What follows belongs to an exercise in optimizing a design on an open flow for small area, a short achievable clock period and few clock cycles; a production flow would make more cautious choices. In this exercise RTL edits were held to simulation tests only and were not proved equivalent to the original. Power and IR drop assume default switching activity.

[design/flow/constraint.sdc]
create_clock -name core_clock -period 16.0 [get_ports {clk}]
set_input_delay 3.2000 -clock core_clock [delete_from_list [all_inputs] [get_ports {clk}]]
set_output_delay 3.2000 -clock core_clock [all_outputs]
set_load 0.01 [all_outputs]
[design/flow/config.mk]
export PLATFORM = sky130hd
export DESIGN_NAME = qrcode_decoder
export DESIGN_NICKNAME = qrcode_decoder
export VERILOG_FILES = /design/flow/design.v
export SDC_FILE = /design/flow/constraint.sdc
export NUM_CORES = 8
export LEC_CHECK = 0
export ABC_AREA = 1
export CAP_MARGIN = 20
export CORE_MARGIN = 2
export CORE_UTILIZATION = 40
export SLEW_MARGIN = 20
[design/flow/standard.sh]
#!/bin/bash
# synth_recipe.tcl (not shown) runs the flow's synth.tcl, then flattens the netlist and writes it again
# the make line also repeats each setting of config.mk as NAME=value (left out here)
make -C /OpenROAD-flow-scripts/flow DESIGN_CONFIG=/design/flow/config.mk WORK_HOME=/design/flow/orfs CLKGATE_MAP_FILE= SYNTH_SCRIPT=/design/flow/synth_recipe.tcl "${@:-finish}"
[design/flow/design.v]
module qrcode_decoder(
    input clk,
    input srst_n,
    input start,
    input sram_rdata,
    output [11:0] sram_raddr,
    output reg [5:0] loc_y,
    output reg [5:0] loc_x,
    output reg [7:0] decode_text,    
    output reg valid,
    output reg finish
);
localparam S_A = 3'd0, S_P = 3'd1, S_Y = 3'd2, S_X = 3'd3, S_V = 3'd4,
           S_M = 3'd5, S_D = 3'd6, S_E = 3'd7;
reg [2:0] st;             
reg       cont;           
reg [5:0] y, x;           
reg       pv;             
reg       pix;            
reg       started;
assign sram_raddr = {y, x};
wire hit = pix && cont;   
reg [5:0] k;              
reg       lx6;            
reg [5:0] s0;             
reg [5:0] s1;             
reg [5:0] s2;             
reg [5:0] s3;             
reg [1:0] cidx, pcidx;    
reg [1:0] rot;
reg [2:0] mask;
wire signed [2:0] cy_lo = s0[5:3], cy_hi = s0[2:0];
wire signed [2:0] cx_lo = s1[5:3], cx_hi = s1[2:0];
wire signed [2:0] pcy = s2[5:3], pcx = s2[2:0];
wire tight = s3[5], wide = s3[4], mid = s3[3], tlm = s3[1], grp = s3[0];
wire [2:0] iq = s0[4:2], jq3 = s1[4:2];
wire [1:0] ir = s0[1:0], jr = s1[1:0];
wire       inlen = s1[5]; 
wire [4:0] rem = s2[4:0]; 
wire [2:0] mv = s3[2:0];  
wire [2:0] bc = s3[5:3];  
always @* decode_text = {cidx, k};
wire [7:0] sa = 8'd1 << st;    
function maskbit;         
    input [2:0] m;
    input a0, a1, b0;     
    input [1:0] a3, b3;   
    input q;              
    reg t2, p2, p1, p0, t0;
    begin
        t2 = a0 ^ b0;                                   
        p2 = a0 & b0;                                   
        p1 = (a3 == b3) && (a3 != 2'd0);                
        p0 = (a3 == 2'd0) || (b3 == 2'd0);              
        t0 = (a3 == 2'd0) ? (b3 == 2'd0) : (a3 == 2'd1) ? (b3 == 2'd2) : (b3 == 2'd1);  
        case (m)
            3'd0: maskbit = ~t2;
            3'd1: maskbit = ~a0;
            3'd2: maskbit = (b3 == 2'd0);
            3'd3: maskbit = t0;
            3'd4: maskbit = ~(a1 ^ q);
            3'd5: maskbit = ~p2 & p0;
            3'd6: maskbit = ~(p2 ^ p1);
            default: maskbit = ~(t2 ^ p1);
        endcase
    end
endfunction
function [5:0] poff;      
    input [3:0] kk;
    begin
        poff =
            (kk == 4'd0)  ? {3'sd0, 3'sd2} :
            (kk == 4'd1)  ? {3'sd0, -3'sd2} :
            (kk == 4'd2)  ? {3'sd2, 3'sd0} :
            (kk == 4'd3)  ? {-3'sd2, 3'sd0} :
            (kk == 4'd4)  ? {3'sd2, 3'sd2} :
            (kk == 4'd5)  ? {-3'sd2, -3'sd2} :
            (kk == 4'd6)  ? {3'sd2, -3'sd2} :
            (kk == 4'd7)  ? {-3'sd2, 3'sd2} :
            (kk == 4'd8)  ? {3'sd0, 3'sd1} :
            (kk == 4'd9)  ? {3'sd0, -3'sd1} :
            (kk == 4'd10) ? {3'sd1, 3'sd0} :
            (kk == 4'd11) ? {-3'sd1, 3'sd0} :
            (kk == 4'd12) ? {3'sd1, 3'sd1} :
            (kk == 4'd13) ? {-3'sd1, -3'sd1} :
            (kk == 4'd14) ? {3'sd1, -3'sd1} :
                            {-3'sd1, 3'sd1};
    end
endfunction
localparam [5:0] P_N = 6'd16;     
function [5:0] x7;        
    input [2:0] c;
    begin
        case (c)
            3'b001: x7 = 6'd7;
            3'b010: x7 = 6'd14;
            3'b111: x7 = 6'd57;
            3'b110: x7 = 6'd50;
            default: x7 = 6'd0;
        endcase
    end
endfunction
function [6:0] x7m14;     
    input [2:0] c;
    begin
        case (c)
            3'b001: x7m14 = 7'd121;
            3'b010: x7m14 = 7'd0;
            3'b111: x7m14 = 7'd107;
            3'b110: x7m14 = 7'd100;
            default: x7m14 = 7'd114;
        endcase
    end
endfunction
function [5:0] x7m20;     
    input [2:0] c;
    begin
        case (c)
            3'b001: x7m20 = 6'd51;
            3'b010: x7m20 = 6'd58;
            3'b111: x7m20 = 6'd37;
            3'b110: x7m20 = 6'd30;
            default: x7m20 = 6'd44;
        endcase
    end
endfunction
function [6:0] x7m34;     
    input [2:0] c;
    begin
        case (c)
            3'b001: x7m34 = 7'd101;
            3'b010: x7m34 = 7'd108;
            3'b111: x7m34 = 7'd87;
            3'b110: x7m34 = 7'd80;
            default: x7m34 = 7'd94;
        endcase
    end
endfunction
function span2;           
    input signed [2:0] lo, hi;
    begin
        span2 = (hi - lo) >= 2;
    end
endfunction
function [5:0] roffy;     
    input s;
    input [2:0] c;
    begin
        case (c)
            3'd0: roffy = s ? 6'd17 : 6'd3;
            3'd1: roffy = s ? 6'd18 : 6'd2;
            3'd2: roffy = s ? 6'd16 : 6'd4;
            3'd3: roffy = s ? 6'd20 : 6'd0;
            default: roffy = s ? 6'd14 : 6'd6;
        endcase
    end
endfunction
function [5:0] roffx;     
    input s;
    input [2:0] c;
    begin
        case (c)
            3'd0: roffx = s ? 6'd61 : 6'd47;
            3'd1: roffx = s ? 6'd62 : 6'd46;
            3'd2: roffx = s ? 6'd60 : 6'd48;
            3'd3: roffx = s ? 6'd0 : 6'd44;
            default: roffx = s ? 6'd58 : 6'd50;
        endcase
    end
endfunction
function [2:0] wmove;     
    input [2:0] aq, bq;
    input [1:0] ar, br;
    reg u, lowb;
    begin
        u = ({bq, br} == {3'd6, 2'd2}) || ({bq, br} == {3'd6, 2'd1}) ||
            ({bq, br} == {3'd5, 2'd1}) || ({bq, br} == {3'd5, 2'd0}) ||
            ({bq, br} == {3'd4, 2'd0}) || ({bq, br} == {3'd3, 2'd2});
        lowb = (bq < 3'd4) || ({bq, br} == {3'd4, 2'd0});                
        if (bq[0] == br[0]) wmove = 3'd0;                                  
        else if (u) begin
            if ({aq, ar} == (lowb ? {3'd0, 2'd0} : {3'd3, 2'd0})) wmove = 3'd0;    
            else if (lowb && {aq, ar} == {3'd2, 2'd1}) wmove = 3'd2;      
            else wmove = 3'd1;
        end else begin
            if ({aq, ar} == {3'd6, 2'd2}) wmove = 3'd0;                    
            else if (lowb && {aq, ar} == {3'd1, 2'd2}) wmove = 3'd4;       
            else wmove = 3'd3;
        end
    end
endfunction
function [4:0] add3;      
    input [2:0] q;
    input [1:0] r;
    input [2:0] d;
    reg [2:0] t;
    begin
        t = {1'b0, r} + d;                  
        case (t)
            3'd3: add3 = {q + 3'd1, 2'd0};
            3'd4: add3 = {q + 3'd1, 2'd1};
            3'd7: add3 = {q - 3'd1, 2'd2};
            3'd6: add3 = {q - 3'd1, 2'd1};
            default: add3 = {q, t[1:0]};
        endcase
    end
endfunction
wire [5:0] p_c = poff(k[3:0]);           
wire [5:0] p_n = poff(k[3:0] + 4'd1);    
wire signed [2:0] u_ylo = (hit && pcy < cy_lo) ? pcy : cy_lo;
wire signed [2:0] u_yhi = (hit && pcy > cy_hi) ? pcy : cy_hi;
wire signed [2:0] u_xlo = (hit && pcx < cx_lo) ? pcx : cx_lo;
wire signed [2:0] u_xhi = (hit && pcx > cx_hi) ? pcx : cx_hi;
wire y_ok = span2(u_ylo, u_yhi), x_ok = span2(u_xlo, u_xhi);
wire p_end = tight || k == P_N;
wire [1:0] cn = cidx + 2'd1;
wire [5:0] kn = (cidx != 2'd3) ? k : (k[2:0] == 3'd4) ? {k[5:3] + 3'd1, 3'd0} : k + 6'd1;
wire v_miss = cont && !pix;
wire v_end = tlm || v_miss || (cidx == 2'd3 && k == 6'o44);
wire [1:0] mc = tlm ? 2'd0 : v_miss ? pcidx : 2'd3;    
reg [1:0] m_rot;
reg [5:0] m_my, m_mx;     
always @* begin
    case (mc)
        2'd0: begin m_rot = 2'd2; m_my = 6'd12; m_mx = 6'd62; end
        2'd1: begin m_rot = 2'd3; m_my = 6'd18; m_mx = 6'd52; end
        2'd2: begin m_rot = 2'd1; m_my = 6'd2;  m_mx = 6'd56; end
        default: begin m_rot = 2'd0; m_my = 6'd8; m_mx = 6'd46; end
    endcase
end
wire [1:0] i3 = ir, j3 = jr;
wire jq = jq3[0];                        
wire i0 = iq[0] ^ ir[0], j0 = jq3[0] ^ jr[0];
wire [1:0] i4 = ir - iq[1:0];            
wire dbit = sram_rdata ^ maskbit(mask, i0, i4[1], j0, i3, j3, jq);
reg [2:0] mdi, mdj;       
always @* begin
    case (mv)
        3'd0: begin mdi = 3'd0; mdj = 3'd7; end
        3'd1: begin mdi = 3'd7; mdj = 3'd1; end
        3'd2: begin mdi = 3'd6; mdj = 3'd1; end
        3'd3: begin mdi = 3'd1; mdj = 3'd1; end
        default: begin mdi = 3'd2; mdj = 3'd1; end
    endcase
end
wire [2:0] ei = (rot[0] == rot[1]) ? mdi : -mdi;
wire [2:0] ej = rot[1] ? -mdj : mdj;
wire [2:0] wdy = rot[0] ? ej : ei;
wire [2:0] wdx = rot[0] ? ei : ej;
wire [4:0] ni = add3(iq, ir, mdi);
wire [4:0] nj = add3(jq3, jr, mdj);
wire [2:0] nmv = wmove(ni[4:2], nj[4:2], ni[1:0], nj[1:0]);    
reg [5:0] r_ddy, r_ddx, r_dny, r_dnx;    
always @* begin
    case (rot)
        2'd0: begin r_ddy = 6'd9;  r_ddx = 6'd15; r_dny = 6'd0;  r_dnx = 6'd1;  end
        2'd1: begin r_ddy = 6'd15; r_ddx = 6'd55; r_dny = 6'd1;  r_dnx = 6'd0;  end
        2'd2: begin r_ddy = 6'd55; r_ddx = 6'd49; r_dny = 6'd0;  r_dnx = 6'd63; end
        default: begin r_ddy = 6'd49; r_ddx = 6'd9; r_dny = 6'd63; r_dnx = 6'd0; end
    endcase
end
wire [1:0] a_row = k[3:2], a_col = k[1:0];
wire [5:0] a_dy = (a_col != 2'd2) ? 6'd0 : (a_row == 2'd0) ? 6'd21 : 6'd22;
wire [5:0] a_dx = (a_col == 2'd1 || (a_col == 2'd2 && a_row == 2'd2)) ? 6'd22 : 6'd21;
wire [5:0] b_dy = (a_col != 2'd0) ? 6'd0 : (a_row == 2'd1) ? 6'd43 : 6'd42;
wire [6:0] b_dx14 = (a_col == 2'd2 || (a_col == 2'd0 && a_row == 2'd0)) ? 7'd120 : 7'd121;
reg [5:0] ayA, byA, ayP, byP, ayY, byY, ayX, byX, ayV, byV, byM, byD;
reg [6:0] axA, bxA, axP, bxP, axY, bxY, axX, bxX, axV, bxV, bxM, bxD;
always @* begin
    ayA = y; byA = hit ? b_dy : a_dy;
    axA = {1'b0, x};
    bxA = hit ? b_dx14 : {1'b0, a_dx};
    ayP = loc_y; byP = p_end ? x7m20(cy_hi) : x7(p_n[5:3]);
    axP = {lx6, loc_x}; bxP = x7m14(p_end ? cx_lo : p_n[2:0]);
    ayY = y; axY = hit ? {lx6, loc_x} : {1'b0, x};
    byY = 6'd0; bxY = 7'd0;
    if (hit) begin
        byY = (k[2:0] == 3'd0) ? 6'd63 : 6'd0;
        bxY = x7m34(cx_hi);
    end else case (k[2:0])
        3'd0, 3'd2, 3'd4: bxY = 7'd14;
        3'd1: if (wide || mid) bxY = 7'd107; else begin byY = 6'd1; bxY = 7'd114; end
        3'd3: if (wide) bxY = 7'd107; else begin byY = 6'd1; bxY = 7'd121; end
        default: byY = 6'd1;
    endcase
    ayX = y; axX = {1'b0, x};
    if (hit) begin
        byX = grp ? 6'd44 : 6'd0; bxX = grp ? 7'd20 : 7'd19;
    end else if (!grp) begin byX = 6'd20; bxX = 7'd0; end
    else begin byX = 6'd44; bxX = 7'd1; end
    ayV = loc_y; axV = {1'b0, loc_x};
    byV = v_end ? m_my : roffy(cn[1], kn[5:3]);
    bxV = {1'b0, v_end ? m_mx : roffx(cn[0], kn[2:0])};
    if (k == 6'd2) begin byM = r_ddy; bxM = {1'b0, r_ddx}; end
    else if (k != 6'd0 || started) begin byM = r_dny; bxM = {1'b0, r_dnx}; end
    else begin byM = 6'd0; bxM = 7'd0; end
    byD = {{3{wdy[2]}}, wdy}; bxD = {1'b0, {3{wdx[2]}}, wdx};
end
wire [5:0] ay = ({6{sa[0]}} & ayA) | ({6{sa[1]}} & ayP) | ({6{sa[2]}} & ayY) |
                ({6{sa[3]}} & ayX) | ({6{sa[4]}} & ayV) | ({6{sa[5] | sa[6] | sa[7]}} & y);
wire [6:0] ax = ({7{sa[0]}} & axA) | ({7{sa[1]}} & axP) | ({7{sa[2]}} & axY) |
                ({7{sa[3]}} & axX) | ({7{sa[4]}} & axV) | ({7{sa[5] | sa[6] | sa[7]}} & {1'b0, x});
wire [5:0] by = ({6{sa[0]}} & byA) | ({6{sa[1]}} & byP) | ({6{sa[2]}} & byY) |
                ({6{sa[3]}} & byX) | ({6{sa[4]}} & byV) | ({6{sa[5]}} & byM) | ({6{sa[6]}} & byD);
wire [6:0] bx = ({7{sa[0]}} & bxA) | ({7{sa[1]}} & bxP) | ({7{sa[2]}} & bxY) |
                ({7{sa[3]}} & bxX) | ({7{sa[4]}} & bxV) | ({7{sa[5]}} & bxM) | ({7{sa[6]}} & bxD);
wire [6:0] sy = {1'b0, ay} + {by[5], by};
wire [6:0] sx = ax + bx;
always @(posedge clk) begin
    if (start) started <= 1'b1;
    if (!sa[6]) pcidx <= cidx;
    pix <= sram_rdata & pv; cont <= 1'b1;
    y <= sy[5:0]; x <= sx[5:0]; pv <= 1'b1;
    valid <= 1'b0;
    finish <= 1'b0;
    if (sa[0]) begin
        if (hit) begin
            loc_y <= sy[5:0]; loc_x <= sx[5:0]; lx6 <= (sx[5:0] < 6'd14);
            s0 <= 6'd0; s1 <= 6'd0; s3 <= 6'd0;
            st <= S_P; cont <= 1'b0; k <= 6'd0;
            pv <= (sx[5:0] >= 6'd14);
        end else begin
            k <= (a_col != 2'd2) ? k + 6'd1 : (a_row == 2'd2) ? 6'd0 : {2'd0, a_row + 2'd1, 2'd0};
        end
    end
    if (sa[1]) begin
        s0 <= {u_ylo, u_yhi}; s1 <= {u_xlo, u_xhi};
        s3[5] <= y_ok && x_ok;
        s3[4] <= !x_ok && !(u_xhi != u_xlo);
        s3[3] <= !x_ok && (u_xhi != u_xlo);
        if (p_end) begin
            st <= S_Y; cont <= 1'b0; k <= 6'd0;
            if (sy[6]) y <= 6'd0;
            if (sx[5:0] > 6'd43) x <= 6'd43;
        end else begin
            k <= k + 6'd1;
            pv <= !sy[6] && !sx[6] && (k != P_N - 6'd1);
        end
        s2 <= p_c;                          
    end
    if (sa[2]) begin
        if (hit) begin
            loc_y <= sy[5:0];                   
            st <= S_X; cont <= 1'b0; s3[1:0] <= 2'b00;
            if (sx[6]) x <= 6'd0;               
        end else begin
            if (k[2:0] == (wide ? 3'd5 : mid ? 3'd3 : 3'd1)) k <= 6'd0;
            else k <= k + 6'd1;
        end
    end
    if (sa[3]) begin
        if (hit) begin
            loc_x <= sx[5:0];                   
            s3[1] <= !grp;
            st <= S_V; cont <= 1'b0; cidx <= 2'd1; k <= 6'd0;
        end else s3[0] <= ~grp;
    end
    if (sa[4]) begin
        if (v_end) begin
            rot <= m_rot;
            if (!mc[1]) loc_y <= loc_y + 6'd20;
            if (mc[0]) loc_x <= loc_x - 6'd20;
            st <= S_M; cont <= 1'b0; k <= 6'd0;
        end else begin
            cidx <= cn; k <= kn;
        end
    end
    if (sa[5]) begin
        case (k[1:0])
            2'd0: mask[2] <= ~sram_rdata;
            2'd1: mask[1] <= sram_rdata;
            default: mask[0] <= ~sram_rdata;
        endcase
        if (k == 6'd2) begin
            st <= S_D; cont <= 1'b0;
            s0 <= {1'b0, 3'd5, 2'd2};       
            s1 <= {1'b1, 3'd6, 2'd1};       
            s2 <= {1'b0, 5'd0};             
            s3 <= {3'd0, 3'd1};             
        end else if (k != 6'd0 || started) k <= k + 6'd1;
    end
    if (sa[6]) begin
        s0[4:0] <= ni; s1[4:0] <= nj; s3[2:0] <= nmv;
        if (inlen) begin
            s2[4:0] <= {rem[3:0], dbit};
            s3[5:3] <= (bc == 3'd4) ? 3'd0 : bc + 3'd1;
            if (bc == 3'd4) s1[5] <= 1'b0;
        end else begin
            {cidx, k} <= {cidx[0], k, dbit};
            s3[5:3] <= bc + 3'd1;
            if (bc == 3'd7) begin
                valid <= 1'b1;
                s2[4:0] <= rem - 5'd1;
                if (rem == 5'd1) begin
                    finish <= 1'b1;
                    st <= S_E; cont <= 1'b0;
                end
            end
        end
    end
    if (!srst_n) begin
        st <= S_A; cont <= 1'b0; y <= 6'd20; x <= 6'd20; pv <= 1'b1;
        started <= 1'b0; k <= 6'd0; valid <= 1'b0; finish <= 1'b0;
    end
end
endmodule
[design/flow/flow/run.sh]
#!/bin/bash
# The standard layout (standard.sh, unchanged), run with a copy of the ORFS
# scripts in which only abc_area.script (the logic optimisation recipe that
# synthesis hands to ABC) differs, and with these settings in its environment:
#  - ABC's recipe: resyn2-style AIG rewriting, dch, then area-oriented
#    mapping (map -a) and ABC's usual buffering and sizing, instead of
#    dch and delay-oriented mapping (map -B 0.9);
#  - synthesis leaves the adders to ABC instead of mapping them to the
#    library's half- and full-adder cells (ADDER_MAP_FILE empty);
#    the rest of synthesis is standard.sh's own (synth_recipe.tcl: no fsm or
#    share passes, flattened, function nets renamed), so the registers are the
#    standard synthesis's;
#  - the buffers that the flow puts on every input and output port are
#    sky130_fd_sc_hd__buf_2 cells instead of the slower delay cells that
#    buffer_ports picks by default;
#  - repair_timing aims for a setup slack of 11.8 ns, i.e. it sizes the cells
#    of paths slower than about 4.2 ns;
#  - clock tree synthesis uses sky130_fd_sc_hd__clkbuf_8 buffers and no dummy
#    loads.
# The clock, its period and the I/O constraints are the design's, unchanged.
# Each tool's full output is in standard.log in this folder (and ORFS's own
# per-step logs under orfs/logs).
cp -r "$FLOW_HOME/scripts" orfs_scripts
cat > orfs_scripts/abc_area.script <<'ABC'
strash
balance
rewrite
refactor
balance
rewrite
rewrite -z
balance
refactor -z
rewrite -z
balance
dch
map -a
topo
stime -c
buffer -c
upsize -c
dnsize -c
ABC
export SCRIPTS_DIR="$PWD/orfs_scripts"
export ADDER_MAP_FILE=
export BUFFER_PORTS_ARGS="-buffer_cell sky130_fd_sc_hd__buf_2"
export SETUP_SLACK_MARGIN=11.8
export CTS_ARGS="-sink_clustering_enable -repair_clock_nets -dont_use_dummy_load -buf_list sky130_fd_sc_hd__clkbuf_8"
bash standard.sh > standard.log 2>&1
==> flow_metrics.py, run 1 <==
metrics = {
    "outcome": {
        "status": "timing/DRC/antenna clean",
    },
    "drt": {
        "drt_iter0_markers": 836,
        "antenna_left": 0,
        "wl_per_cell_um": 18.3,
        "drc": 0,
        "num_vias": 7092,
        "vias_per_cell": 5.74,
        "drt-pass1-iter-count": 5,
        "drt_wl_total_um": 22700,
    },
    "final_layout": {
        "finalNetCount": 1053,
        "drive_above_1_share": 0.131,
        "n_antenna_cell": 0,
        "fill_cells": 1620,
        "fin_util": 0.459,
        "multiInputGateArea_um2": 4030,
        "areaGrowthSynthToFinish_pct": 12.7,
        "regArea_um2": 1610,
        "finalInstanceArea_um2": 6950,
        "stdcell_count": 1235,
    },
    "grt": {
        "track_usage": 0.280,
        "antenna_found_initial": 0,
        "grt_pass1_wl_um": 35400,
        "grt.overflow.total": 0,
        "grt_pass1_vias": 6374,
        "grt_max_degree": 23,
    },
    "power_and_ir_drop": {
        "leakage_nw": 2.99,
        "clkPwrFrac": 0.126,
        "power.density_nw_per_um2": 135,
        "p_seq_frac": 0.311,
        "internal_power_mw": 0.478,
        "p_switching_mw": 0.458,
        "p_comb_frac": 0.563,
        "ir_drop_v": 0.0000629,
        "swShare": 0.489,
        "p_total_mw": 0.936,
    },
    "min_path": {
        "holdPathEnd": "pix",
        "min_path_cells": 2,
        "worstHoldStart": "pv",
        "worstHoldPathType": "reg2reg",
    },
    "worst_setup_path": {
        "slowest_delay_ns": 0.42,
        "cp.arrival_ns": 0.97,
        "worst-path-buf-inv": 1,
        "rrSetupSlack_ns": 12.07,
        "cp-end-kind": "primary output",
        "required_ns": 12.80,
        "r2r_end": "x[3]",
        "path_delay_family": "flip-flops",
        "cpMaxStageDelayCell": "edfxtp_1",
        "start_kind": "flip-flop",
        "crit_chain": "buf_2",
        "critical_path_class": "reg2out",
        "crit_fanout": 3,
        "r2r-start": "k[0]",
        "reg2reg_depth": 23,
    },
    "sta": {
        "tightestPinTransition_ns": 0.775,
        "hold_ws_ns": 0.453,
        "hold_viol": 0,
        "tns_ns": 0,
        "slew_headroom": 0.482,
        "fin_skew_ns": 0.0320,
        "max_freq_mhz": 240,
        "fin_crit_sh": 0.261,
        "rsz0062_at_grt": "yes",
        "slew_violations": 0,
        "post-route-min-period_ns": 4.17,
        "finalWorstSetupSlack_ns": 11.83,
        "setup_viol": 0,
    },
    "synthesis": {
        "synth_seq_cells": 73,
        "yosysTopAreaCell": "dfxtp_1",
        "synth_nets": 1005,
        "syn_avg_cell_area_um2": 6.16,
        "synthArstFlopShare": 0,
        "yosysSeqAreaShare": 0.257,
        "synth_edf_count": 12,
        "synth_ff_type": "dfxtp_1",
        "synth_cells": 1001,
        "syn_area_um2": 6160,
        "ys_top_cells_by_area": "dfxtp_1 20%, nor2_1 11%, nand2_1 8.8%, inv_1 8.3%, a21oi_1 6.9%",
        "synth_cell_types": 60,
        "synth_top_cell_area_share": 0.198,
        "yosys_warnings": 1,
    },
    "floorplan": {
        "rows": 45,
        "die_area_um2": 16400,
        "io_pins": 38,
        "die_y_um": 128,
        "die_w_um": 128,
        "initial_core_util": 0.407,
        "core_um2": 15100,
    },
    "clock_tree": {
        "cts.sinks": 73,
        "root_buffer": "clkbuf_8",
        "path_clk_slew_ns": 0.09,
        "cts_tree": "built",
        "holdBufCountCts": 0,
        "htree_num_levels": 3,
        "clockBufferDepth": 2,
        "cts_buffers": 9,
        "clk_latency_ns": 0.39,
    },
    "placement": {
        "io_buffer_count": 37,
        "dp.cells": 1207,
        "dp_hpwl_um": 17500,
        "pre_cts_slack_ns": 11.47,
        "dpl_cell_area_um2": 6520,
        "gpl.final_weighted_congestion": 1.05,
    },
    "run": {
        "drv_cap": 0,
    },
}
flip-flops by register name, indices dropped and copies added (netlist names), 3 cells and up:
register / flops
st: 3
s0: 6
loc_y: 6
loc_x: 6
y: 6
k: 6
mask: 3
s2: 6
s1: 6
x: 6
s3: 6
how the worst max path moves through the flow:
stage	from	end	slack [ns]	cells after the start
2_1_floorplan	srst_n	cont	12.25	3
3_3_place_gp	k[0]	x[1]	11.36	21
3_5_place_dp	k[0]	x[1]	11.47	21
4_1_cts	k[0]	decode_text[0]	11.78	2
5_1_grt	k[0]	y[3]	11.76	22
6_report	loc_x[0]	loc_x[0]	11.83	1
worst min-delay path: cells and delay by family (launching register included):
kind / cells / cell delay [ns]
buf+inv: 1 / 0.05
simple gates: 1 / 0.03
flops: 1 / 0.32
logic make-up after synthesis:
group                    Yosys count  share of synthesized area
flip-flops                        73                      0.257
AND/OR/NAND/NOR                  430                      0.298
XOR/XNOR                          36                     0.0524
multiplexers                       2                    0.00325
AO/OA/AOI/OAI                    284                      0.280
adder cells (fa/ha/maj)            1                    0.00183
buffers and inverters            175                      0.108
cells in the final DEF, fill, tap and decap left out, types with 10 or more instances in the layout:
master	count
a211oi_1	11
a21oi_1	85
a22oi_1	12
buf_2	36
buf_4	21
dfxtp_1	49
edfxtp_1	12
inv_1	135
inv_2	10
nand2_1	143
nand3_1	30
nor2_1	179
nor2_4	10
nor3_1	28
o21ai_0	79
o22ai_1	23
xnor2_1	11
xor2_1	23
power groups by stage:
stage	combinational, mW	clock, mW	sequential (mW)
final	0.527	0.118	0.291
after global routing	0.592	0.128	0.298
after CTS	0.510	0.122	0.287
after detailed placement	0.501	0	0.292
after global placement	0.504	0	0.292
after floorplan	0.375	0	0.279
final cells by class:
| cell class | count | share of cell area |
|---|---|---|
| clock buffer | 9 | 0.0178 |
| inverter | 153 | 0.0848 |
| multi-input combinational | 753 | 0.580 |
| sequential | 73 | 0.231 |
| tap | 188 | 0.0339 |
| timing repair buffer | 59 | 0.0524 |
synthesized netlist by cell type, drive strengths merged, types with 13 or more instances:
cell	n
inv	146
nand2	147
xor2	24
nand3	31
nor2	195
dfxtp	61
nor3	33
o22ai	24
a21oi	88
a22oi	13
clkbuf	15
o21ai	88
routing by layer:
layer  up-vias  part of all wire  track usage
met5         -                 0            0
met2       303              0.43        0.406
met3        52             0.082       0.0609
met4         0             0.035        0.133
met1      3254              0.46        0.393
li1       3483                 -            -
timing repair:
item | 4_1_cts | 5_1_grt
buffers inserted | 3 | 16
gates resized for setup | 13 | 33
pin swaps | 0 | 4
setup endpoints to repair | 22 | 24
endpoints found under the hold margin | 0 | 0
Testbench counts, summed over its fixed seeds: cycles 24,170.
==> run 2, diff against run 1 <==
--- a/design/flow/flow/run.sh
+++ b/design/flow/flow/run.sh
@@ -2,9 +2,9 @@
 # The standard layout (standard.sh, unchanged), run with a copy of the ORFS
 # scripts in which only abc_area.script (the logic optimisation recipe that
 # synthesis hands to ABC) differs, and with these settings in its environment:
-#  - ABC's recipe: resyn2-style AIG rewriting, dch, then area-oriented
-#    mapping (map -a) and ABC's usual buffering and sizing, instead of
-#    dch and delay-oriented mapping (map -B 0.9);
+#  - ABC's recipe: resyn2rs-style AIG rewriting and resubstitution, dch -f,
+#    then area-oriented mapping (map -a) and ABC's usual buffering and
+#    sizing, instead of dch and delay-oriented mapping (map -B 0.9);
 #  - synthesis leaves the adders to ABC instead of mapping them to the
 #    library's half- and full-adder cells (ADDER_MAP_FILE empty);
 #    the rest of synthesis is standard.sh's own (synth_recipe.tcl: no fsm or
@@ -24,16 +24,24 @@
 cat > orfs_scripts/abc_area.script <<'ABC'
 strash
 balance
+resub -K 6
 rewrite
+resub -K 6 -N 2
 refactor
+resub -K 8
 balance
+resub -K 8 -N 2
 rewrite
+resub -K 10
+rewrite -z
+resub -K 10 -N 2
+balance
+resub -K 12
+refactor -z
+resub -K 12 -N 2
 rewrite -z
 balance
-refactor -z
-rewrite -z
-balance
-dch
+dch -f
 map -a
 topo
 stime -c
==> run 2 against run 1 <==
Still clean on timing, DRC and antenna. Critical path depth unchanged. Fmax up 0.23%. Die area up 2.7%. Count of clock-buffer cells in the layout unchanged. Cell count up 0.57%. Critical path type unchanged. Largest cell class unchanged.
==> flow_metrics.py, run 2 <==
metrics = {
    "outcome": {
        "status": "timing/DRC/antenna clean",
    },
    "power_and_ir_drop": {
        "leakage_nw": 2.87,
        "ir_drop_v": 0.0000859,
        "power.density_nw_per_um2": 154,
    },
    "floorplan": {
        "die_w_um": 130,
        "core_um2": 15700,
        "io_pins": 38,
        "rows": 46,
        "initial_core_util": 0.405,
        "die_y_um": 130,
        "die_area_um2": 16900,
    },
    "placement": {
        "gpl.final_weighted_congestion": 1.02,
        "dpl_cell_area_um2": 6690,
        "dp_hpwl_um": 17800,
        "io_buffer_count": 37,
        "pre_cts_slack_ns": 11.81,
    },
    "sta": {
        "setup_viol": 0,
        "max_freq_mhz": 240,
        "post-route-min-period_ns": 4.16,
        "finalWorstSetupSlack_ns": 11.84,
        "slew_headroom": 0.365,
        "hold_viol": 0,
        "fin_skew_ns": 0.0265,
        "slew_violations": 0,
        "rsz0062_at_grt": "yes",
        "tns_ns": 0,
        "fin_crit_sh": 0.260,
        "tightestPinTransition_ns": 0.941,
    },
    "run": {
        "drv_cap": 0,
    },
    "final_layout": {
        "fill_cells": 1742,
        "fin_util": 0.445,
        "drive_above_1_share": 0.151,
        "final_common_cell": "nor2_1",
        "final_cell_mix": "174 x nor2_1, 141 x nand2_1, 121 x inv_1",
        "areaGrowthSynthToFinish_pct": 10.0,
        "finalNetCount": 1032,
        "n_antenna_cell": 0,
        "finalInstanceArea_um2": 6970,
    },
    "drt": {
        "drt_wl_total_um": 22900,
        "num_vias": 7130,
        "drc": 0,
        "vias_per_cell": 5.74,
        "drt_iter0_markers": 634,
        "wl_per_cell_um": 18.4,
        "antenna_left": 0,
        "drt-pass1-iter-count": 5,
    },
    "synthesis": {
        "ys_top_cells_by_area": "dfxtp_1 19%, nor2_1 10%, nand2_1 8.4%, inv_1 7.2%, a21oi_1 7.1%",
        "synthArstFlopShare": 0,
        "yosysTopAreaCell": "dfxtp_1",
        "yosys_warnings": 1,
        "syn_avg_cell_area_um2": 6.40,
        "synth_nets": 994,
        "synth_cells": 990,
        "synth_top_cell_area_share": 0.193,
        "synth_seq_cells": 73,
        "syn_area_um2": 6340,
        "synth.most_common_cell": "nor2_1",
        "yosys-top-cells-count": "177 x nor2_1, 141 x nand2_1, 122 x inv_1",
        "synth_cell_types": 75,
        "synth_edf_count": 12,
        "yosysSeqAreaShare": 0.250,
        "synth_ff_type": "dfxtp_1",
    },
    "clock_tree": {
        "root_buffer": "clkbuf_8",
        "holdBufCountCts": 0,
        "cts_tree": "built",
        "cts_buffers": 9,
        "clk_latency_ns": 0.38,
        "htree_num_levels": 3,
        "clockBufferDepth": 2,
        "path_clk_slew_ns": 0.09,
        "cts.sinks": 73,
    },
    "worst_setup_path": {
        "cpMaxStageDelayCell": "dfxtp_2",
        "required_ns": 12.80,
        "crit_fanout": 7,
        "crit_chain": "buf_2",
        "start_kind": "flip-flop",
        "cp-end-kind": "primary output",
        "worst-path-buf-inv": 1,
        "critical_path_class": "reg2out",
        "slowest_delay_ns": 0.43,
        "cp.arrival_ns": 0.96,
        "path_delay_family": "flip-flops",
    },
    "grt": {
        "track_usage": 0.275,
        "grt_pass1_wl_um": 35500,
        "grt.overflow.total": 0,
        "grt_pass1_vias": 6376,
        "antenna_found_initial": 0,
        "grt_max_degree": 24,
    },
    "min_path": {
        "worstHoldPathType": "reg2reg",
    },
}
run 2: final cells by class:
class | instances | area [um2] | share of cell area
clock buffers | 9 | 124 | 0.0178
inverters | 142 | 547 | 0.0784
multi-input cells | 749 | 4110 | 0.589
flip-flops and latches | 73 | 1610 | 0.231
well taps | 216 | 270 | 0.0388
repair buffers | 53 | 318 | 0.0456
run 2: kinds of logic after synthesis:
kind of cell	synth area share
multiplexers	0.00750
AND/OR/NAND/NOR	0.290
AO/OA/AOI/OAI	0.292
XOR/XNOR	0.0561
buffers and inverters	0.106
flip-flops	0.250
run 2: timing repair:
item                       4_1_cts  5_1_grt
setup endpoints to repair       12       21
buffers inserted                 2       11
resized for setup               15        7
pin swaps                        0        1
run 2: power breakdown:
part | switching (mW) | internal, mW | total [mW]
Sequential | 0.0589 | 0.241 | 0.300
Clock | 0.0688 | 0.0503 | 0.119
Combinational | 0.419 | 0.237 | 0.657
run 2: path summary, 6_finish.rpt:
kind	to	slack (ns)	cells past startpoint	start
setup / recovery	decode_text[4]	11.84	1	k[4]
hold / removal	pix	0.46	2	pv
setup reg to reg	pv	12.03	21	pix
hold reg to reg	pix	0.46	2	pv
run 2: worst min-delay path: stages (launching register included):
cell and delay, ns:
dfxtp_1 0.32, inv_1 0.06, nor2_1 0.04
run 2: layer usage:
metal | track usage | part of all wire | up-vias
li1 | - | - | 3440
met1 | 0.394 | 0.47 | 3352
met2 | 0.407 | 0.42 | 284
met3 | 0.0566 | 0.072 | 54
met4 | 0.0987 | 0.030 | 0
met5 | 0 | 0 | -
run 2: through the flow:
stage	hold slack [ns]	std cells	total power, mW
after floorplan	0.388	990	0.773
after global placement	0.449	1220	0.934
after detailed placement	0.442	1220	0.934
after CTS	0.472	1231	1.06
after global routing	0.502	1242	1.17
final	0.463	1242	1.08
==> run 3, diff against run 2 <==
--- a/design/flow/config.mk
+++ b/design/flow/config.mk
@@ -6,7 +6,7 @@
 export NUM_CORES = 8
 export LEC_CHECK = 0
 export ABC_AREA = 1
-export CAP_MARGIN = 20
+export CAP_MARGIN = 10
 export CORE_MARGIN = 2
 export CORE_UTILIZATION = 40
-export SLEW_MARGIN = 20
+export SLEW_MARGIN = 10
==> run 3 against run 2 <==
Fmax about the same. Register-to-register slack worse by 0.07 ns. Global-route usage is 0.091 points higher. Sequential power down 1%. Largest power group unchanged. Highest routed layer unchanged.
==> flow_metrics.py, run 3 <==
metrics = {
    "floorplan": {
        "core_um2": 15700,
        "initial_core_util": 0.405,
        "die_y_um": 130,
        "rows": 46,
        "die_area_um2": 16900,
        "io_pins": 38,
        "die_w_um": 130,
    },
    "drt": {
        "drc": 0,
        "drt_wl_total_um": 22700,
        "wl_per_cell_um": 18.3,
        "drt_iter0_markers": 674,
        "drt-pass1-iter-count": 5,
        "antenna_left": 0,
        "num_vias": 7039,
        "vias_per_cell": 5.68,
    },
    "grt": {
        "antenna_found_initial": 0,
        "grt_pass1_wl_um": 35600,
        "track_usage": 0.276,
        "grt_max_degree": 24,
        "grt.overflow.total": 0,
        "grt_pass1_vias": 6399,
    },
    "worst_setup_path": {
        "crit_chain": "buf_2",
        "critical_path_class": "reg2out",
        "cpMaxStageDelayCell": "dfxtp_2",
        "required_ns": 12.80,
        "start_kind": "flip-flop",
        "rrSetupSlack_ns": 11.96,
        "path_delay_family": "flip-flops",
        "r2r_end": "pv",
        "r2r-start": "k[0]",
        "crit_fanout": 7,
        "slowest_delay_ns": 0.43,
        "startpoint": "k[4]",
        "reg2reg_depth": 21,
        "cp-end-kind": "primary output",
        "cp.arrival_ns": 0.96,
        "worst-path-buf-inv": 1,
    },
    "synthesis": {
        "yosys_warnings": 1,
        "synth.most_common_cell": "nor2_1",
        "synth_edf_count": 12,
        "syn_area_um2": 6340,
        "yosysSeqAreaShare": 0.250,
        "yosysTopAreaCell": "dfxtp_1",
        "synth_nets": 994,
        "yosys-top-cells-count": "177 x nor2_1, 141 x nand2_1, 122 x inv_1",
        "syn_avg_cell_area_um2": 6.40,
        "synth_seq_cells": 73,
        "synth_top_cell_area_share": 0.193,
        "synth_cells": 990,
        "ys_top_cells_by_area": "dfxtp_1 19%, nor2_1 10%, nand2_1 8.4%, inv_1 7.2%, a21oi_1 7.1%",
        "synth_ff_type": "dfxtp_1",
        "synth_cell_types": 75,
        "synthArstFlopShare": 0,
    },
    "placement": {
        "gpl.final_weighted_congestion": 1.02,
        "dp_hpwl_um": 17700,
        "pre_cts_slack_ns": 11.83,
        "io_buffer_count": 37,
    },
    "clock_tree": {
        "clockBufferDepth": 2,
        "path_clk_slew_ns": 0.08,
        "cts_tree": "built",
        "htree_num_levels": 3,
        "cts.sinks": 73,
        "cts_buffers": 9,
        "clk_latency_ns": 0.38,
        "root_buffer": "clkbuf_8",
    },
    "final_layout": {
        "areaGrowthSynthToFinish_pct": 9.58,
        "fill_cells": 1706,
        "drive_above_1_share": 0.148,
        "multiInputGateArea_um2": 4110,
        "finalNetCount": 1030,
        "n_antenna_cell": 0,
        "final_cell_mix": "174 x nor2_1, 141 x nand2_1, 121 x inv_1",
        "final_common_cell": "nor2_1",
        "regArea_um2": 1610,
    },
    "run": {
        "drv_cap": 0,
    },
    "sta": {
        "setup_viol": 0,
        "slew_headroom": 0.148,
        "rsz0062_at_grt": "yes",
        "slew_violations": 0,
        "max_freq_mhz": 240,
        "tightestPinTransition_ns": 1.27,
        "hold_viol": 0,
        "post-route-min-period_ns": 4.16,
        "finalWorstSetupSlack_ns": 11.84,
        "fin_crit_sh": 0.260,
        "tns_ns": 0,
        "fin_skew_ns": 0.0234,
    },
    "power_and_ir_drop": {
        "power.density_nw_per_um2": 154,
        "leakage_nw": 2.85,
        "ir_drop_v": 0.0000807,
    },
    "min_path": {
        "min_path_cells": 2,
        "worstHoldStart": "pv",
        "worstHoldPathType": "reg2reg",
        "holdPathEnd": "pix",
    },
    "outcome": {
        "status": "timing/DRC/antenna clean",
    },
}
[run 3: cell types whose count changed in the layout (fill, tap and decap cells not counted)]
cell	previous run	this run
buf_4	15	14
dfxtp_2	7	6
buf_12	1	0
dfxtp_1	49	50
[run 3: what timing repair did]
action                     4_1_cts  5_1_grt
setup buffers                    3        8
setup endpoints to repair       12       20
resized for setup               15        7
hold buffers                     0        0
[run 3: power breakdown]
part | internal, mW | switching [mW] | total (mW)
clock network | 0.0503 | 0.0687 | 0.119
logic | 0.236 | 0.421 | 0.657
registers | 0.241 | 0.0552 | 0.296
[run 3: per-layer routing]
metal	vias up	wire length (um)	track usage
met2	299	9840	0.412
met3	48	1980	0.0648
met4	0	596	0.0987
met5	-	0	0
met1	3253	10300	0.388
li1	3439	-	-
[run 3: worst max-delay path by stage]
stage / cells past startpoint / slack, ns / end
global route: 1 / 11.79 / loc_y[0]
CTS: 1 / 11.77 / decode_text[3]
floorplan: 4 / 12.04 / st[0]
global placement: 3 / 11.82 / k[0]
detailed placement: 3 / 11.83 / valid
finish: 1 / 11.84 / decode_text[4]
[run 3: kinds of logic (layout without fill, tap and decap cells)]
family | Yosys count | count (layout) | synth area share
and+or+nand+nor | 420 | 420 | 0.290
xor gates and xnor gates | 38 | 38 | 0.0561
DFF | 73 | 73 | 0.250
muxes | 4 | 4 | 0.00750
AOI/OAI and AO/OA | 287 | 287 | 0.292
buffers and inverters | 168 | 202 | 0.106
[run 3: through the flow]
stage / instance area (um2) / cells / hold WS (ns) / utilization / power, mW
floorplan: 6340 / 990 / 0.388 / - / 0.773
global placement: 6690 / 1220 / 0.449 / 0.427 / 0.934
CTS: 6860 / 1232 / 0.480 / 0.438 / 1.06
finish: 6940 / 1240 / 0.467 / 0.444 / 1.07
detailed placement: 6690 / 1220 / 0.451 / 0.427 / 0.932
global route: 6940 / 1240 / 0.502 / 0.444 / 1.16
[run 3: cell type report]
class | count | share of cell area
well taps | 216 | 0.0389
inverters | 142 | 0.0787
clock buffers | 9 | 0.0178
multi-input cells | 749 | 0.591
repair buffers | 51 | 0.0418
flip-flops and latches | 73 | 0.232
==> run 4, diff against run 3 <==
--- a/design/flow/design.v
+++ b/design/flow/design.v
@@ -26,7 +26,7 @@
 reg [5:0] s1;             
 reg [5:0] s2;             
 reg [5:0] s3;             
-reg [1:0] cidx, pcidx;    
+reg [1:0] cidx;           
 reg [1:0] rot;
 reg [2:0] mask;
 wire signed [2:0] cy_lo = s0[5:3], cy_hi = s0[2:0];
@@ -217,7 +217,7 @@
 wire [5:0] kn = (cidx != 2'd3) ? k : (k[2:0] == 3'd4) ? {k[5:3] + 3'd1, 3'd0} : k + 6'd1;
 wire v_miss = cont && !pix;
 wire v_end = tlm || v_miss || (cidx == 2'd3 && k == 6'o44);
-wire [1:0] mc = tlm ? 2'd0 : v_miss ? pcidx : 2'd3;    
+wire [1:0] mc = tlm ? 2'd0 : v_miss ? cidx - 2'd1 : 2'd3;    
 reg [1:0] m_rot;
 reg [5:0] m_my, m_mx;     
 always @* begin
@@ -308,7 +308,6 @@
 wire [6:0] sx = ax + bx;
 always @(posedge clk) begin
     if (start) started <= 1'b1;
-    if (!sa[6]) pcidx <= cidx;
     pix <= sram_rdata & pv; cont <= 1'b1;
     y <= sy[5:0]; x <= sx[5:0]; pv <= 1'b1;
     valid <= 1'b0;
--- a/design/flow/flow/run.sh
+++ b/design/flow/flow/run.sh
@@ -42,6 +42,7 @@
 rewrite -z
 balance
 dch -f
+dch -f
 map -a
 topo
 stime -c
--- a/design/flow/config.mk
+++ b/design/flow/config.mk
@@ -6,7 +6,7 @@
 export NUM_CORES = 8
 export LEC_CHECK = 0
 export ABC_AREA = 1
-export CAP_MARGIN = 10
+export CAP_MARGIN = 20
 export CORE_MARGIN = 2
 export CORE_UTILIZATION = 40
-export SLEW_MARGIN = 10
+export SLEW_MARGIN = 20
==> run 4 against run 3 <==
Via count shrank 1.1%. Largest cell class unchanged. Largest power group unchanged. Combinational power down 4.3%. Synthesized cell count fell by 0.81%. Worst hold slack lost 0.055 ns. Register-to-register slack barely moved. Critical endpoint is now decode_text[1]. Core utilization is 0.52 points higher.
==> flow_metrics.py, run 4 <==
metrics = {
    "synthesis": {
        "synth.most_common_cell": "nor2_1",
        "yosys_warnings": 1,
        "syn_area_um2": 6170,
        "syn_avg_cell_area_um2": 6.28,
        "synth_nets": 986,
        "synth_cells": 982,
        "synth_seq_cells": 71,
        "synthArstFlopShare": 0,
        "synth_edf_count": 10,
        "ys_top_cells_by_area": "dfxtp_1 20%, nor2_1 9.9%, inv_1 8.8%, nand2_1 8.1%, a21oi_1 7.8%",
        "yosysSeqAreaShare": 0.247,
        "yosys-top-cells-count": "163 x nor2_1, 145 x inv_1, 133 x nand2_1",
        "synth_top_cell_area_share": 0.198,
        "yosysTopAreaCell": "dfxtp_1",
        "synth_ff_type": "dfxtp_1",
        "synth_cell_types": 70,
    },
    "drt": {
        "num_vias": 6960,
        "drt_wl_total_um": 22200,
        "wl_per_cell_um": 18.5,
        "antenna_left": 0,
        "drc": 0,
        "drt-pass1-iter-count": 6,
        "drt_iter0_markers": 624,
        "vias_per_cell": 5.78,
    },
    "worst_setup_path": {
        "cp-end-kind": "primary output",
        "worst-path-buf-inv": 1,
        "cp.arrival_ns": 0.98,
        "r2r_end": "y[5]",
        "start_kind": "flip-flop",
        "critical_path_class": "reg2out",
        "crit_fanout": 9,
        "r2r-start": "s3[1]",
        "rrSetupSlack_ns": 11.96,
        "path_delay_family": "flip-flops",
        "crit_chain": "buf_2",
        "cpMaxStageDelayCell": "dfxtp_4",
        "slowest_delay_ns": 0.45,
        "required_ns": 12.80,
        "reg2reg_depth": 21,
    },
    "placement": {
        "pre_cts_slack_ns": 11.50,
        "dp_hpwl_um": 17100,
        "gpl.final_weighted_congestion": 1.01,
        "io_buffer_count": 37,
    },
    "power_and_ir_drop": {
        "ir_drop_v": 0.0000812,
        "swShare": 0.512,
        "leakage_nw": 2.97,
        "clkPwrFrac": 0.113,
        "p_seq_frac": 0.282,
        "internal_power_mw": 0.507,
        "p_switching_mw": 0.533,
        "power.density_nw_per_um2": 153,
        "p_comb_frac": 0.605,
    },
    "floorplan": {
        "rows": 45,
        "initial_core_util": 0.407,
        "io_pins": 38,
        "die_area_um2": 16400,
        "die_w_um": 128,
        "die_y_um": 128,
        "core_um2": 15100,
    },
    "grt": {
        "grt_pass1_wl_um": 34700,
        "grt_max_degree": 21,
        "grt_pass1_vias": 6458,
        "grt.overflow.total": 0,
        "track_usage": 0.272,
        "antenna_found_initial": 0,
    },
    "sta": {
        "slew_headroom": 0.428,
        "fin_skew_ns": 0.0283,
        "post-route-min-period_ns": 4.18,
        "hold_ws_ns": 0.412,
        "slew_violations": 0,
        "tns_ns": 0,
        "fin_crit_sh": 0.261,
        "max_freq_mhz": 239,
        "finalWorstSetupSlack_ns": 11.82,
        "rsz0062_at_grt": "yes",
        "setup_viol": 0,
        "hold_viol": 0,
        "tightestPinTransition_ns": 0.854,
    },
    "clock_tree": {
        "clk_latency_ns": 0.38,
        "holdBufCountCts": 0,
        "cts.sinks": 71,
        "cts_tree": "built",
        "path_clk_slew_ns": 0.09,
        "clockBufferDepth": 2,
        "htree_num_levels": 3,
        "cts_buffers": 9,
        "root_buffer": "clkbuf_8",
    },
    "final_layout": {
        "areaGrowthSynthToFinish_pct": 10.2,
        "fill_cells": 1630,
        "final_common_cell": "nor2_1",
        "n_antenna_cell": 0,
        "fin_util": 0.449,
        "multiInputGateArea_um2": 3990,
        "regArea_um2": 1540,
        "drive_above_1_share": 0.137,
        "final_cell_mix": "155 x nor2_1, 142 x inv_1, 131 x nand2_1",
        "finalNetCount": 1023,
    },
    "min_path": {
        "min_path_cells": 2,
        "holdPathEnd": "pix",
        "worstHoldStart": "pv",
        "worstHoldPathType": "reg2reg",
    },
    "outcome": {
        "status": "timing/DRC/antenna clean",
    },
    "run": {
        "drv_cap": 0,
    },
}
## run 4: metrics by stage
stage | power, mW | cells | area [um2]
2_1_floorplan | 0.741 | 982 | 6170
3_3_place_gp | 0.896 | 1185 | 6490
3_5_place_dp | 0.895 | 1185 | 6490
4_1_cts | 1.02 | 1194 | 6650
5_1_grt | 1.13 | 1205 | 6800
6_report | 1.04 | 1205 | 6800
## run 4: logic make-up (layout without fill, tap and decap cells)
group,after synthesis,after routing,synth area share
buffers and inverters,185,220,0.119
muxes,5,5,0.00892
DFF,71,71,0.247
xor gates and xnor gates,38,38,0.0552
and+or+nand+nor,392,392,0.277
AOI/OAI and AO/OA,291,291,0.293
## run 4: timing repair
| item | 4_1_cts | 5_1_grt |
|---|---|---|
| pin swaps | 0 | 4 |
| resized for setup | 14 | 22 |
| endpoints found under the hold margin | 0 | 0 |
| setup endpoints to repair | 14 | 17 |
| buffers inserted | 0 | 11 |
## run 4: worst max-delay path by stage
| stage | endpoint | startpoint | depth (start not counted) |
|---|---|---|---|
| after global placement | y[1] | k[2] | 24 |
| after detailed placement | y[3] | k[2] | 24 |
| after floorplan | pv | srst_n | 2 |
| after CTS | decode_text[1] | k[1] | 1 |
| final | decode_text[1] | k[1] | 1 |
| after global routing | x[1] | st[1] | 25 |
## run 4: area by class of cell
cell class | count | share of cell area
Multi-Input combinational cell | 726 | 0.586
Sequential cell | 71 | 0.227
Inverter | 160 | 0.0913
Timing Repair Buffer | 51 | 0.0427
Tap cell | 188 | 0.0346
Clock buffer | 9 | 0.0182
## run 4: routing by layer
layer / share of wire / global-route usage
met5: 0 / 0
met4: 0.027 / 0.0944
met3: 0.072 / 0.0430
met2: 0.42 / 0.405
met1: 0.48 / 0.396
## run 4: power groups by stage
stage	registers [mW]	clock network [mW]	logic (mW)
6_report	0.293	0.118	0.629
5_1_grt	0.299	0.127	0.701
4_1_cts	0.290	0.121	0.608
3_5_place_dp	0.292	0	0.603
3_3_place_gp	0.292	0	0.604
2_1_floorplan	0.280	0	0.460
## run 4: worst min-delay path, stage by stage, from the launching register on
cell and delay (ns):
dfxtp_1 0.31, inv_1 0.04, nor2_1 0.03
Testbench counts of run 4, summed over its fixed seeds: cycles 24,170.
==> run 5, diff against run 4 <==
--- a/design/flow/flow/run.sh
+++ b/design/flow/flow/run.sh
@@ -42,7 +42,6 @@
 rewrite -z
 balance
 dch -f
-dch -f
 map -a
 topo
 stime -c
==> run 5 against run 4 <==
Still clean. Clock power about the same. Die area up 1.2%. Non-clock buffer count down 5. Cell count up 0.83%. Routed wire length up 1.7%. Clock skew down 0.0092 ns. Critical endpoint is now decode_text[3].
==> flow_metrics.py, run 5 <==
metrics = {
    "drt": {
        "vias_per_cell": 5.86,
        "drt-pass1-iter-count": 6,
        "drt_iter0_markers": 946,
        "antenna_left": 0,
        "drc": 0,
        "drt_wl_total_um": 22600,
        "num_vias": 7122,
        "wl_per_cell_um": 18.6,
    },
    "synthesis": {
        "synth_seq_cells": 71,
        "synth_top_cell_area_share": 0.196,
        "syn_area_um2": 6240,
        "synthArstFlopShare": 0,
        "ys_top_cells_by_area": "dfxtp_1 20%, nor2_1 11%, nand2_1 8.8%, inv_1 7.7%, a21oi_1 7.0%",
        "synth_ff_type": "dfxtp_1",
        "synth_cells": 999,
        "synth_cell_types": 66,
        "synth_edf_count": 10,
        "yosysTopAreaCell": "dfxtp_1",
        "yosysSeqAreaShare": 0.244,
        "syn_avg_cell_area_um2": 6.25,
        "yosys-top-cells-count": "180 x nor2_1, 147 x nand2_1, 128 x inv_1",
        "yosys_warnings": 1,
        "synth_nets": 1003,
        "synth.most_common_cell": "nor2_1",
    },
    "power_and_ir_drop": {
        "leakage_nw": 2.84,
        "ir_drop_v": 0.0000908,
        "power.density_nw_per_um2": 149,
    },
    "sta": {
        "slew_violations": 0,
        "finalWorstSetupSlack_ns": 11.83,
        "tightestPinTransition_ns": 0.989,
        "post-route-min-period_ns": 4.17,
        "hold_viol": 0,
        "slew_headroom": 0.338,
        "fin_crit_sh": 0.261,
        "rsz0062_at_grt": "yes",
        "hold_ws_ns": 0.412,
        "max_freq_mhz": 240,
        "setup_viol": 0,
        "tns_ns": 0,
        "fin_skew_ns": 0.0191,
    },
    "clock_tree": {
        "cts_tree": "built",
        "htree_num_levels": 3,
        "cts.sinks": 71,
        "cts_buffers": 9,
        "clk_latency_ns": 0.38,
        "root_buffer": "clkbuf_8",
        "clockBufferDepth": 2,
        "path_clk_slew_ns": 0.08,
        "holdBufCountCts": 0,
    },
    "placement": {
        "gpl.final_weighted_congestion": 1.04,
        "pre_cts_slack_ns": 11.62,
        "dpl_cell_area_um2": 6580,
        "io_buffer_count": 37,
        "dp.cells": 1202,
        "dp_hpwl_um": 17400,
    },
    "final_layout": {
        "regArea_um2": 1540,
        "drive_above_1_share": 0.141,
        "multiInputGateArea_um2": 4040,
        "stdcell_count": 1215,
        "final_common_cell": "nor2_1",
        "n_antenna_cell": 0,
        "finalNetCount": 1033,
        "fill_cells": 1633,
        "finalInstanceArea_um2": 6770,
        "areaGrowthSynthToFinish_pct": 8.46,
        "final_cell_mix": "174 x nor2_1, 147 x nand2_1, 128 x inv_1",
    },
    "worst_setup_path": {
        "critical_path_class": "reg2out",
        "cpMaxStageDelayCell": "dfxtp_4",
        "required_ns": 12.80,
        "path_delay_family": "flip-flops",
        "slowest_delay_ns": 0.44,
        "cp-end-kind": "primary output",
        "crit_fanout": 12,
        "cp.arrival_ns": 0.97,
        "start_kind": "flip-flop",
        "worst-path-buf-inv": 1,
        "crit_chain": "buf_2",
    },
    "grt": {
        "track_usage": 0.273,
        "grt_pass1_wl_um": 35300,
        "grt.overflow.total": 0,
        "antenna_found_initial": 0,
        "grt_pass1_vias": 6360,
        "grt_max_degree": 30,
    },
    "outcome": {
        "status": "timing/DRC/antenna clean",
    },
    "min_path": {
        "worstHoldPathType": "reg2reg",
    },
    "floorplan": {
        "initial_core_util": 0.411,
        "rows": 45,
        "io_pins": 38,
        "core_um2": 15200,
        "die_area_um2": 16600,
        "die_y_um": 129,
        "die_w_um": 129,
    },
    "run": {
        "drv_cap": 0,
    },
}
-- run 5: cell families (layout without fill, tap and decap cells) --
family	count (synthesis)	count (layout)	synth area share
xor+xnor	36	36	0.0529
compound gates	276	276	0.278
flops	71	71	0.244
fa+ha+maj	2	2	0.00361
mux	2	2	0.00341
simple gates	433	433	0.306
buf+inv	179	207	0.112
-- run 5: per-stage QoR --
step                      total power [mW]  utilization
after global placement               0.870        0.433
after CTS                            0.990        0.442
final                                 1.01        0.446
after floorplan                      0.721            -
after detailed placement             0.870        0.433
after global routing                  1.09        0.446
-- run 5: path summary, 6_finish.rpt --
check | from | end | slack (ns) | depth (start not counted)
setup reg to reg | k[4] | y[3] | 12.01 | 20
hold / removal | pv | pix | 0.41 | 2
hold reg to reg | pv | pix | 0.41 | 2
setup / recovery | k[3] | decode_text[3] | 11.83 | 1
-- run 5: area by class of cell --
type                       count  area share
clock buffer                   9      0.0183
tap                          188      0.0347
inverter                     152      0.0853
multi-input combinational    749       0.597
sequential                    71       0.228
timing repair buffer          46      0.0373
-- run 5: where the power goes --
group | leakage [nW] | internal, mW | total (mW) | switching (mW)
Clock | 0.0647 | 0.0502 | 0.116 | 0.0654
Combinational | 2.17 | 0.213 | 0.603 | 0.390
Sequential | 0.601 | 0.232 | 0.287 | 0.0547
-- run 5: what timing repair did --
item | 4_1_cts | 5_1_grt
setup buffers | 1 | 3
gates cloned | 0 | 0
endpoints found under the setup margin | 15 | 14
resized for setup | 11 | 9
pin swaps | 0 | 0
-- run 5: layer usage --
metal | part of all wire | track usage | vias to the layer above
met3 | 0.085 | 0.0620 | 58
met5 | 0 | 0 | -
met1 | 0.44 | 0.377 | 3276
met2 | 0.44 | 0.425 | 360
li1 | - | - | 3428
met4 | 0.027 | 0.0870 | 0
==> run 6, diff against run 5 <==
--- a/design/flow/flow/run.sh
+++ b/design/flow/flow/run.sh
@@ -41,6 +41,7 @@
 resub -K 12 -N 2
 rewrite -z
 balance
+dc2
 dch -f
 map -a
 topo
==> run 6 against run 5 <==
Sequential cell count unchanged. Critical endpoint is now decode_text[4]. Synthesized area decreased by 1.6%. Power increased by 3.4%. Combinational power increased by 4.6%. Critical path depth unchanged. Worst hold slack got worse by 0.0024 ns. Final area increased by 1.4%. Largest cell class unchanged.
==> flow_metrics.py, run 6 <==
metrics = {
    "worst_setup_path": {
        "rrSetupSlack_ns": 11.97,
        "cpMaxStageDelayCell": "dfxtp_2",
        "worst-path-buf-inv": 1,
        "r2r_end": "loc_y[5]",
        "crit_fanout": 7,
        "reg2reg_depth": 23,
        "path_delay_family": "flip-flops",
        "slowest_delay_ns": 0.46,
        "worst-path-stages": 1,
        "cp.arrival_ns": 1.01,
        "cp-end-kind": "primary output",
        "crit_chain": "buf_2",
        "start_kind": "flip-flop",
        "required_ns": 12.80,
        "r2r-start": "st[0]",
        "critical_path_class": "reg2out",
    },
    "sta": {
        "finalWorstSetupSlack_ns": 11.79,
        "slew_violations": 0,
        "setup_viol": 0,
        "post-route-min-period_ns": 4.21,
        "slew_headroom": 0.344,
        "hold_viol": 0,
        "rsz0062_at_grt": "yes",
        "tns_ns": 0,
        "tightestPinTransition_ns": 0.980,
        "fin_crit_sh": 0.263,
        "max_freq_mhz": 238,
        "fin_skew_ns": 0.0222,
    },
    "synthesis": {
        "synth_ff_type": "dfxtp_1",
        "synth_edf_count": 10,
        "yosys-top-cells-count": "165 x nor2_1, 140 x inv_1, 132 x nand2_1",
        "yosysSeqAreaShare": 0.248,
        "synth_cell_types": 69,
        "synth_nets": 985,
        "synth_cells": 981,
        "synthArstFlopShare": 0,
        "ys_top_cells_by_area": "dfxtp_1 20%, nor2_1 10%, inv_1 8.6%, a21oi_1 8.5%, nand2_1 8.1%",
        "synth_seq_cells": 71,
        "syn_avg_cell_area_um2": 6.26,
        "yosys_warnings": 1,
        "yosysTopAreaCell": "dfxtp_1",
        "synth_top_cell_area_share": 0.199,
        "synth.most_common_cell": "nor2_1",
        "syn_area_um2": 6150,
    },
    "min_path": {
        "holdPathEnd": "pix",
        "worstHoldPathType": "reg2reg",
        "worstHoldStart": "pv",
        "min_path_cells": 2,
    },
    "drt": {
        "drc": 0,
        "wl_met2_um": 9250,
        "drt-pass1-iter-count": 6,
        "drt_iter0_markers": 782,
        "antenna_left": 0,
        "dr_wl_met3_um": 2020,
        "num_vias": 7092,
        "drt_wl_total_um": 22500,
        "wl_per_cell_um": 18.6,
        "wl_met1_um": 10500,
        "highest_layer": "met4",
        "vias_per_cell": 5.85,
    },
    "floorplan": {
        "core_um2": 15100,
        "initial_core_util": 0.407,
        "die_y_um": 128,
        "die_w_um": 128,
        "rows": 45,
        "io_pins": 38,
        "die_area_um2": 16400,
    },
    "final_layout": {
        "fin_util": 0.455,
        "final_common_cell": "nor2_1",
        "finalInstanceArea_um2": 6870,
        "n_antenna_cell": 0,
        "final_cell_mix": "158 x nor2_1, 138 x inv_1, 131 x nand2_1",
        "stdcell_count": 1212,
        "areaGrowthSynthToFinish_pct": 11.7,
        "finalNetCount": 1030,
        "fill_cells": 1607,
        "drive_above_1_share": 0.143,
    },
    "power_and_ir_drop": {
        "p_switching_mw": 0.536,
        "ir_drop_v": 0.0000829,
        "p_seq_frac": 0.278,
        "internal_power_mw": 0.504,
        "leakage_nw": 3.01,
        "clkPwrFrac": 0.116,
        "power.density_nw_per_um2": 151,
        "swShare": 0.515,
        "p_comb_frac": 0.607,
    },
    "clock_tree": {
        "clockBufferDepth": 2,
        "cts.sinks": 71,
        "cts_tree": "built",
        "path_clk_slew_ns": 0.09,
        "root_buffer": "clkbuf_8",
        "holdBufCountCts": 0,
        "clk_latency_ns": 0.39,
        "cts_buffers": 9,
        "htree_num_levels": 3,
    },
    "placement": {
        "pre_cts_slack_ns": 11.71,
        "dp_hpwl_um": 17300,
        "io_buffer_count": 37,
        "gpl.final_weighted_congestion": 1.04,
        "dp.cells": 1186,
        "dpl_cell_area_um2": 6480,
    },
    "grt": {
        "antenna_found_initial": 0,
        "grt_pass1_vias": 6410,
        "track_usage": 0.280,
        "grt_max_degree": 22,
        "grt.overflow.total": 0,
        "grt_pass1_wl_um": 35600,
    },
    "outcome": {
        "status": "timing/DRC/antenna clean",
    },
    "run": {
        "drv_cap": 0,
    },
}
-- run 6: cell count changes in the layout (fill, tap and decap cells not counted), sizes merged, moves of 4 or more --
cell / previous run / this run
nand2: 151 / 137
nor3: 32 / 21
buf: 46 / 57
nand3: 34 / 42
nor2: 197 / 185
a31oi: 11 / 7
o31ai: 2 / 7
a32oi: 4 / 0
a21oi: 94 / 105
-- run 6: repair_timing --
action                     CTS  global route
gates cloned                 0             1
setup buffers                2            14
setup endpoints to repair   14            22
resized for setup           11            27
pin swaps                    0             3
-- run 6: kinds of logic after synthesis --
logic type / synth area share
AO/OA/AOI/OAI: 0.286
XOR/XNOR: 0.0525
multiplexers: 0.00651
buffers and inverters: 0.113
AND/OR/NAND/NOR: 0.295
flip-flops: 0.248
-- run 6: metrics by stage --
step           power (mW)  hold WS, ns
2_1_floorplan       0.728        0.388
3_3_place_gp        0.884        0.411
3_5_place_dp        0.884        0.416
4_1_cts              1.01        0.414
5_1_grt              1.13        0.453
6_report             1.04        0.410
-- run 6: area by class of cell --
class	instances	area [um2]	share of cell area
multi-input combinational	734	4040	0.588
tap	188	235	0.0343
timing repair buffer	57	339	0.0494
clock buffer	9	124	0.0180
sequential	71	1540	0.225
inverter	153	589	0.0858
-- run 6: routing by layer --
| layer | vias up | track usage |
|---|---|---|
| li1 | 3427 | - |
| met1 | 3260 | 0.406 |
| met2 | 345 | 0.401 |
| met3 | 60 | 0.0584 |
| met4 | 0 | 0.115 |
| met5 | - | 0 |
-- run 6: power by group through the flow --
stage	combinational (mW)	sequential, mW	clock [mW]
after global placement	0.590	0.295	0
after CTS	0.599	0.287	0.121
after floorplan	0.446	0.282	0
after detailed placement	0.588	0.296	0
after global routing	0.705	0.296	0.128
final	0.631	0.289	0.120
-- run 6: worst max path at each step --
stage                     startpoint             end  slack, ns
after floorplan               srst_n            cont      12.12
after global placement        srst_n           st[0]      11.73
final                           k[4]  decode_text[4]      11.79
after detailed placement      srst_n           st[0]      11.71
after CTS                       k[3]  decode_text[3]      11.76
after global routing           st[0]        loc_y[5]      11.75

==> separate check: timing with driven ports <==
Ports are ideal in the flow. The routed layouts listed here were re-timed in OpenROAD.
Step 1 assumes that a clkbuf_16 drives the clock port and a buf_2 every other input.
Step 2 also shifts input and output timing later by t, the mid clock arrival at the registers, as if the neighbouring blocks saw the same clock.
a / b / c = no drivers / after step 1 / after step 2; a / b = the first two.
| run | t (ns) | setup slack, ns | hold slack, ns | latest minus earliest clock arrival (ns) | pins driven straight from the clock port |
|---|---|---|---|---|---|
| run 1 | 0.415 | 11.830 / 11.789 / 11.712 | 0.453 / 0.453 / 0.453 | 0.032 / 0.032 | 1 |
| run 2 | 0.406 | 11.840 / 11.801 / 11.866 | 0.463 / 0.463 / 0.463 | 0.027 / 0.027 | 1 |
| run 3 | 0.411 | 11.837 / 11.797 / 11.826 | 0.467 / 0.467 / 0.467 | 0.025 / 0.026 | 1 |
| run 4 | 0.406 | 11.817 / 11.778 / 11.588 | 0.412 / 0.412 / 0.412 | 0.029 / 0.029 | 1 |
| run 5 | 0.406 | 11.827 / 11.792 / 11.799 | 0.412 / 0.412 / 0.412 | 0.020 / 0.020 | 1 |
| run 6 | 0.416 | 11.792 / 11.752 / 11.687 | 0.410 / 0.410 / 0.410 | 0.022 / 0.022 | 1 |
After both steps every run listed still meets setup and hold. For run 4, which loses most, drivers alone change the setup slack by -0.039 ns; drivers and shift together by -0.229 ns.
